From an optimization exercise on the open Yosys and OpenROAD flow, aimed at small area, a short achievable clock period and few clock cycles per item; shortcuts taken in it are not production practice. Function was checked by simulation only, so behaviour that the tests miss may differ from the original.

04-27:
==> flow/design.v (excerpt) <==
module ebpc_decoder
  (
   input logic                     clk_i,
   input logic                     rst_ni,
   input logic [DATA_W-1:0]        bpc_i,
   input logic                     bpc_last_i,
   input logic                     bpc_vld_i,
   output logic                    bpc_rdy_o,
   input logic [DATA_W-1:0]        znz_i,
   input logic                     znz_last_i,
   input logic                     znz_vld_i,
   output logic                    znz_rdy_o,
   input logic [LOG_MAX_WORDS-1:0] num_words_i,
   input logic                     num_words_vld_i,
   output logic                    num_words_rdy_o,
   output logic [DATA_W-1:0]       data_o,
   output logic                    last_o,
   output logic                    vld_o,
   input logic                     rdy_i
   );
Size in the first run: ~1100 cells after synthesis, roughly 270 flip-flops, about 13000 um2 of cells after synthesis.
export LEC_CHECK = 0
export CAP_MARGIN = 20
export CORE_MARGIN = 2
export CORE_UTILIZATION = 40
export PLACE_DENSITY = 0.6
export SLEW_MARGIN = 20
create_clock -name core_clock -period 12.0 [get_ports {clk_i}]
standard.sh (not shown) runs the stock make flow with config.mk's settings and CLKGATE_MAP_FILE= SYNTH_SCRIPT=/design/flow/synth_recipe.tcl, a recipe that flattens the netlist after the stock synthesis.
==> flow/flow/run.sh <==
#!/bin/bash
# Standard ORFS layout with timing repair aiming for extra setup slack and
# plain buffers on the ports (the clock period and constraints are unchanged).
set -euo pipefail
bash standard.sh SETUP_SLACK_MARGIN=8.4 'BUFFER_PORTS_ARGS=-buffer_cell sky130_fd_sc_hd__buf_2' finish > standard_flow.log 2>&1
04-27 ended with every stage complete and zero timing, DRC or antenna violations.
Testbench counts of 04-27, summed over its fixed seeds: cycles 29,513, words 28,155.
### 04-27 -> 09-01
diff --git a/flow/design.v b/flow/design.v
--- a/flow/design.v
+++ b/flow/design.v
@@ -95,17 +95,16 @@
   assign num_words_rdy_o = nwr_q;
   logic nw_take;
   assign nw_take = num_words_vld_i && nwr_q;
   always_ff @(posedge clk_i or negedge rst_ni) begin
     if (!rst_ni) begin
       act_q  <= 1'b0;
       fin_q  <= 1'b0;
       nxt_q  <= 1'b0;
-      nwr_q  <= 1'b1;
     end else begin
       logic a, f, n;
       {a, f, n} = {act_q, fin_q, nxt_q};
       if (!act_q) begin
         if (nw_take) begin
           f = (num_words_i == '0);
           a = 1'b1;
         end
@@ -122,20 +121,46 @@
           else begin
             a = 1'b0;
             f = 1'b0;
           end
         end else if (nw_take)
           n = 1'b1;
       end
       {act_q, fin_q, nxt_q} <= {a, f, n};
-      nwr_q <= !a || (f && !n);
     end
   end
   always_ff @(posedge clk_i) begin
+    logic a, f, n;
+    {a, f, n} = {act_q, fin_q, nxt_q};
+    if (!act_q) begin
+      if (nw_take) begin
+        f = (num_words_i == '0);
+        a = 1'b1;
+      end
+    end else if (!fin_q) begin
+      if (zadv)
+        f = (cnt_q == 24'd1);
+    end else begin
+      if (zadv) begin
+        if (nxt_q) begin
+          f = (cnt_q == '0);
+          n = 1'b0;
+        end else if (nw_take)
+          f = (num_words_i == '0);
+        else begin
+          a = 1'b0;
+          f = 1'b0;
+        end
+      end else if (nw_take)
+        n = 1'b1;
+    end
+    nwr_q <= !a || (f && !n);
+  end
+  always_ff @(posedge clk_i) begin
     if (nw_take)
       cnt_q <= num_words_i;
     else if (zadv && !fin_q)
       cnt_q <= cnt_q - 24'd1;
   end
   logic [7:0] zpn;
   logic [1:0] znpop;
   always_comb begin
@@ -156,26 +181,31 @@
     end
     drop = zadv && fin_q && rest;
     znpop = {wrap && drop, wrap ^ drop};
     if (zadv && fin_q)
       zpn = 8'd1;
   end
   logic zrdy_q;
   assign znz_rdy_o = zrdy_q;
+  always_ff @(posedge clk_i) begin
+    logic v0a, v1a;
+    v0a = (znpop == 2'd0) ? zv0_q : (znpop == 2'd1) ? zv1_q : 1'b0;
+    v1a = (znpop == 2'd0) ? zv1_q : 1'b0;
+    zrdy_q <= !(v1a || (ztake && v0a));
+  end
   logic ztake;
   assign ztake = znz_vld_i && zrdy_q;
   always_ff @(posedge clk_i or negedge rst_ni) begin
     if (!rst_ni) begin
       {zv0_q, zv1_q} <= '0;
       {zl0_q, zl1_q} <= '0;
       zp_q <= 8'd1;
       zc_q <= '0;
       zrun_q <= 1'b0;
-      zrdy_q <= 1'b1;
     end else begin
       logic v0, v1, l0, l1;
       {v0, v1} = {zv0_q, zv1_q};
       {l0, l1} = {zl0_q, zl1_q};
       if (znpop == 2'd1) begin
         {v0, v1} = {zv1_q, 1'b0};
         {l0, l1} = {zl1_q, 1'b0};
       end else if (znpop == 2'd2) begin
@@ -185,17 +215,16 @@
       if (ztake) begin
         if (!v0) begin
           v0 = 1'b1; l0 = znz_last_i;
         end else begin
           v1 = 1'b1; l1 = znz_last_i;
         end
       end
       {zv0_q, zv1_q} <= {v0, v1};
-      zrdy_q <= !v1;
       {zl0_q, zl1_q} <= {l0, l1};
       zp_q <= zpn;
       if (zadv) begin
         if (fin_q) begin
           zc_q   <= '0;
           zrun_q <= 1'b0;
         end else if (zrun) begin
           zc_q   <= zc_q - 4'd1;
@@ -343,24 +372,30 @@
         bnpop = bdrop ? 2'd2 : 2'd1;
         if (bdrop)
           bpn = 8'd1;
       end
     end
   end
   logic brdy_q;
   assign bpc_rdy_o = brdy_q;
+  always_ff @(posedge clk_i) begin
+    logic v0a, v1a, v2a;
+    v0a = (bnpop == 2'd0) ? bv0_q : (bnpop == 2'd1) ? bv1_q : bv2_q;
+    v1a = (bnpop == 2'd0) ? bv1_q : (bnpop == 2'd1) ? bv2_q : 1'b0;
+    v2a = (bnpop == 2'd0) ? bv2_q : 1'b0;
+    brdy_q <= !(v2a || (btake && v0a && v1a));
+  end
   logic btake;
   assign btake = bpc_vld_i && brdy_q;
   always_ff @(posedge clk_i or negedge rst_ni) begin
     if (!rst_ni) begin
       {bv0_q, bv1_q, bv2_q} <= '0;
       {bl0_q, bl1_q, bl2_q} <= '0;
       bp_q     <= 8'd1;
-      brdy_q   <= 1'b1;
       inbase_q <= 1'b1;
       dfull_q  <= 1'b0;
     end else begin
       logic v0, v1, v2, l0, l1, l2;
       {v0, v1, v2} = {bv0_q, bv1_q, bv2_q};
       {l0, l1, l2} = {bl0_q, bl1_q, bl2_q};
       if (bnpop == 2'd1) begin
         {v0, v1, v2} = {bv1_q, bv2_q, 1'b0};
@@ -374,17 +409,16 @@
           v0 = 1'b1; l0 = bpc_last_i;
         end else if (!v1) begin
           v1 = 1'b1; l1 = bpc_last_i;
         end else begin
           v2 = 1'b1; l2 = bpc_last_i;
         end
       end
       {bv0_q, bv1_q, bv2_q} <= {v0, v1, v2};
-      brdy_q <= !v2;
       {bl0_q, bl1_q, bl2_q} <= {l0, l1, l2};
       bp_q <= bpn;
       if (d_base)
         inbase_q <= 1'b0;
       if (d_end) begin
         inbase_q <= 1'b1;
         dfull_q  <= 1'b1;
       end else if (ld_out)
Findings:
04-27 and 09-01 ended up with roughly the same parity-gate share of the synthesized area counting xor and xnor cells. Relative to 04-27, total routing resource utilization after global routing has increased by 0.37 points in 09-01. 09-01: setup slack of the critical path after layout is 0.046 ns higher than what 04-27 reported.
Testbench counts of 09-01, summed over its fixed seeds: cycles 29,513, words 28,155.

========
ebpc_decoder, a different RTL version from the one above (not shown whole).
Size in the first run: ~1,100 cells after synthesis, ~270 flip-flops, roughly 12,000 µm² of cells after synthesis.
Settings: LEC_CHECK=0, CAP_MARGIN=20, CORE_MARGIN=2, CORE_UTILIZATION=40, CTS_CLUSTER_DIAMETER=120, CTS_CLUSTER_SIZE=25, PLACE_DENSITY=0.6, SLEW_MARGIN=20; clock period 12.0 ns.
Scripts as last shown in full above: flow/flow/run.sh
Testbench counts at the start, summed over its fixed seeds: cycles 29,214, words 28,155.
Change:
--- a/flow/design.v
+++ b/flow/design.v
@@ -52,18 +52,18 @@
   logic        act_q, fin_q, nxt_q;
   logic [7:0]  z0_q, z1_q;
   logic        zv0_q, zv1_q;
   logic        zl0_q, zl1_q;
   logic [7:0]  zp_q;
   logic [3:0]  zc_q;
   logic        zrun_q;         
   logic        fv0_q, fv1_q, fn0_q, fn1_q, fe0_q, fe1_q;
-  logic [7:0]  od0_q, od1_q;
-  logic        ov0_q, ov1_q, ol0_q, ol1_q;
+  logic [7:0]  od0_q;
+  logic        ov0_q, ol0_q;
   logic [7:0]  b0_q, b1_q, b2_q;
   logic        bv0_q, bv1_q, bv2_q;
   logic        bl0_q, bl1_q, bl2_q;
   logic [7:0]  bp_q;
   logic        inbase_q;       
   logic [3:0]  k_q;            
   logic [6:0]  pl_q [8];       
   logic [7:0]  base_q;
@@ -244,68 +244,56 @@
       v0 = zv1_q;
     end else if (znpop == 2'd2)
       v0 = 1'b0;
     if (ztake) begin
       if (!v0) z0_q <= znz_i;
       else     z1_q <= znz_i;
     end
   end
-  logic emit, emit_nz, blk_end, opop;
-  assign emit    = fv0_q && (!fn0_q || ov_q) && !ov1_q;
+  logic emit, emit_nz, blk_end;
+  assign emit    = fv0_q && (!fn0_q || ov_q) && (!ov0_q || rdy_i);
   assign emit_nz = emit && fn0_q;
   assign blk_end = emit && fe0_q;
-  assign opop    = ov0_q && rdy_i;
   assign data_o = od0_q;
   assign last_o = ol0_q;
   assign vld_o  = ov0_q;
   always_ff @(posedge clk_i or negedge rst_ni) begin
     if (!rst_ni) begin
       {fv0_q, fv1_q} <= '0;
-      {ov0_q, ov1_q} <= '0;
+      ov0_q <= 1'b0;
     end else begin
       logic v0, v1;
       {v0, v1} = {fv0_q, fv1_q};
       if (emit)
         {v0, v1} = {fv1_q, 1'b0};
       if (zadv) begin
         if (!v0) v0 = 1'b1;
         else     v1 = 1'b1;
       end
       {fv0_q, fv1_q} <= {v0, v1};
-      {v0, v1} = {ov0_q, ov1_q};
-      if (opop)
-        {v0, v1} = {ov1_q, 1'b0};
-      if (emit) begin
-        if (!v0) v0 = 1'b1;
-        else     v1 = 1'b1;
-      end
-      {ov0_q, ov1_q} <= {v0, v1};
+      if (emit)
+        ov0_q <= 1'b1;
+      else if (rdy_i)
+        ov0_q <= 1'b0;
     end
   end
   always_ff @(posedge clk_i) begin
     logic v0;
     v0 = fv0_q;
     if (emit) begin
       {fn0_q, fe0_q} <= {fn1_q, fe1_q};
       v0 = fv1_q;
     end
     if (zadv) begin
       if (!v0) {fn0_q, fe0_q} <= {!zrun && zbit, fin_q};
       else     {fn1_q, fe1_q} <= {!zrun && zbit, fin_q};
     end
-    v0 = ov0_q;
-    if (opop) begin
-      {ol0_q, od0_q} <= {ol1_q, od1_q};
-      v0 = ov1_q;
-    end
-    if (emit) begin
-      if (!v0) {ol0_q, od0_q} <= {fe0_q, fn0_q ? acc_q : 8'd0};
-      else     {ol1_q, od1_q} <= {fe0_q, fn0_q ? acc_q : 8'd0};
-    end
+    if (emit)
+      {ol0_q, od0_q} <= {fe0_q, fn0_q ? acc_q : 8'd0};
   end
   logic [7:0]  win;
   assign win = window8(b0_q, b1_q, bp_q);
   logic c_raw, c_zero, c_run, c_ones, c_dbp, c_two, c_one;
   assign c_raw  = win[7];
   assign c_zero = win[7:6] == 2'b01;
   assign c_run  = win[7:5] == 3'b001;
   assign c_ones = win[7:3] == 5'b00000;
@@ -334,17 +322,17 @@
   assign bbase   = bdrop ? b1_q : win;
   logic       go, d_base, d_sym, d_end;
   logic [6:0] newpl;
   logic [3:0] kn;          
   assign go     = !dfull_q || !ov_q;
   assign d_base = go && inbase_q && base_ok;
   assign d_sym  = go && !inbase_q && bfit;
   logic [6:0] prev;
-  assign prev   = (k_q == 4'd0) ? 7'd0 : pl_q[7];
+  assign prev   = pl_q[7];
   assign newpl  = c_dbp ? 7'd0 : (sdbx ^ prev);
   assign kn     = k_q + (c_run ? {1'b0, win[4:2]} + 4'd2 : 4'd1);
   assign d_end  = d_sym && (k_q == 4'd8 || kn == 4'd9);
   logic [7:0] bpn;
   logic [1:0] bnpop;
   always_comb begin
     logic wrap;
     bpn  = bp_q;
@@ -415,17 +403,17 @@
       end
       {bv0_q, bv1_q, bv2_q} <= {v0, v1, v2};
       {bl0_q, bl1_q, bl2_q} <= {l0, l1, l2};
       bp_q <= bpn;
       if (d_base)
         inbase_q <= 1'b0;
       if (d_end) begin
         inbase_q <= 1'b1;
-        dfull_q  <= 1'b1;
+        dfull_q  <= !ld_out;
       end else if (ld_out)
         dfull_q  <= 1'b0;
     end
   end
   always_ff @(posedge clk_i) begin
     logic [7:0] s0, s1, s2;
     logic       v0, v1;
     {s0, s1, s2} = {b0_q, b1_q, b2_q};
@@ -446,22 +434,22 @@
     if (d_base) begin
       base_q <= bbase;
       k_q    <= 4'd0;
     end
     if (d_sym) begin
       k_q  <= kn;
     end
     for (int i = 0; i < 8; i++)
-      if (d_sym && k_q <= 4'(i))
-        pl_q[i] <= newpl;
+      if (d_base || (d_sym && k_q <= 4'(i)))
+        pl_q[i] <= d_base ? 7'd0 : newpl;
   end
   assign adv    = emit_nz;
   assign odone  = (adv && (om_q[7] || fe0_q)) || (blk_end && ov_q && !om_q[0]);
-  assign ld_out = dfull_q && (!ov_q || odone);
+  assign ld_out = (dfull_q || d_end) && (!ov_q || odone);
   always_ff @(posedge clk_i or negedge rst_ni) begin
     if (!rst_ni)
       ov_q <= 1'b0;
     else if (ld_out)
       ov_q <= 1'b1;
     else if (odone)
       ov_q <= 1'b0;
   end
Effect: The changed run ran to the end with no violations. Routed wire length came out higher by 6.2%. Clock-buffer cell count is unchanged. Sequential share of layout area went down by 3.5 points. Setup slack gets worse by 0.12 ns. Hold slack is about the same. Die area drops by 0.64%. Non-clock buffer count goes up by 41. Maximum frequency is lower by 3.2%. Sequential cell count drops by 10. Core utilization rose by 1.9 points. Design area grows by 4.0%.
Testbench counts after the change, summed over its fixed seeds: cycles 28,934, words 28,155.

==> port drivers added, routing unchanged <==
Ports are ideal in the flow. The routed layouts listed here were re-timed in OpenROAD.
Step 1: set_driving_cell puts a clkbuf_16 on clk_i and a buf_2 on each other input, an assumption about the parent block.
Step 2 times the ports against the registers' clock, not the clock port: input delays grow and output delays shrink by t, the midpoint of the rising clock arrivals with the driver on.
Three values: ideal, step 1, step 2; two values: the first two.
run | t (ns) | slack for setup (ns) | hold slack, ns | worst setup path after step 2
04-27 | 0.574 | 8.412 / 8.367 / 8.029 | 0.415 / 0.415 / 0.415 | input to register
09-01 | 0.582 | 8.458 / 8.408 / 8.014 | 0.416 / 0.416 / 0.416 | input to register
the first run of note 2 | 0.532 | 8.504 / 8.460 / 8.078 | 0.419 / 0.419 / 0.419 | input to register
the second run of note 2 | 0.540 | 8.386 / 8.386 / 7.962 | 0.420 / 0.420 / 0.420 | input to register
After both steps setup and hold are still met in every run listed. The setup slack of 09-01, which loses most, moves by -0.050 ns with the drivers and by -0.444 ns with both steps.
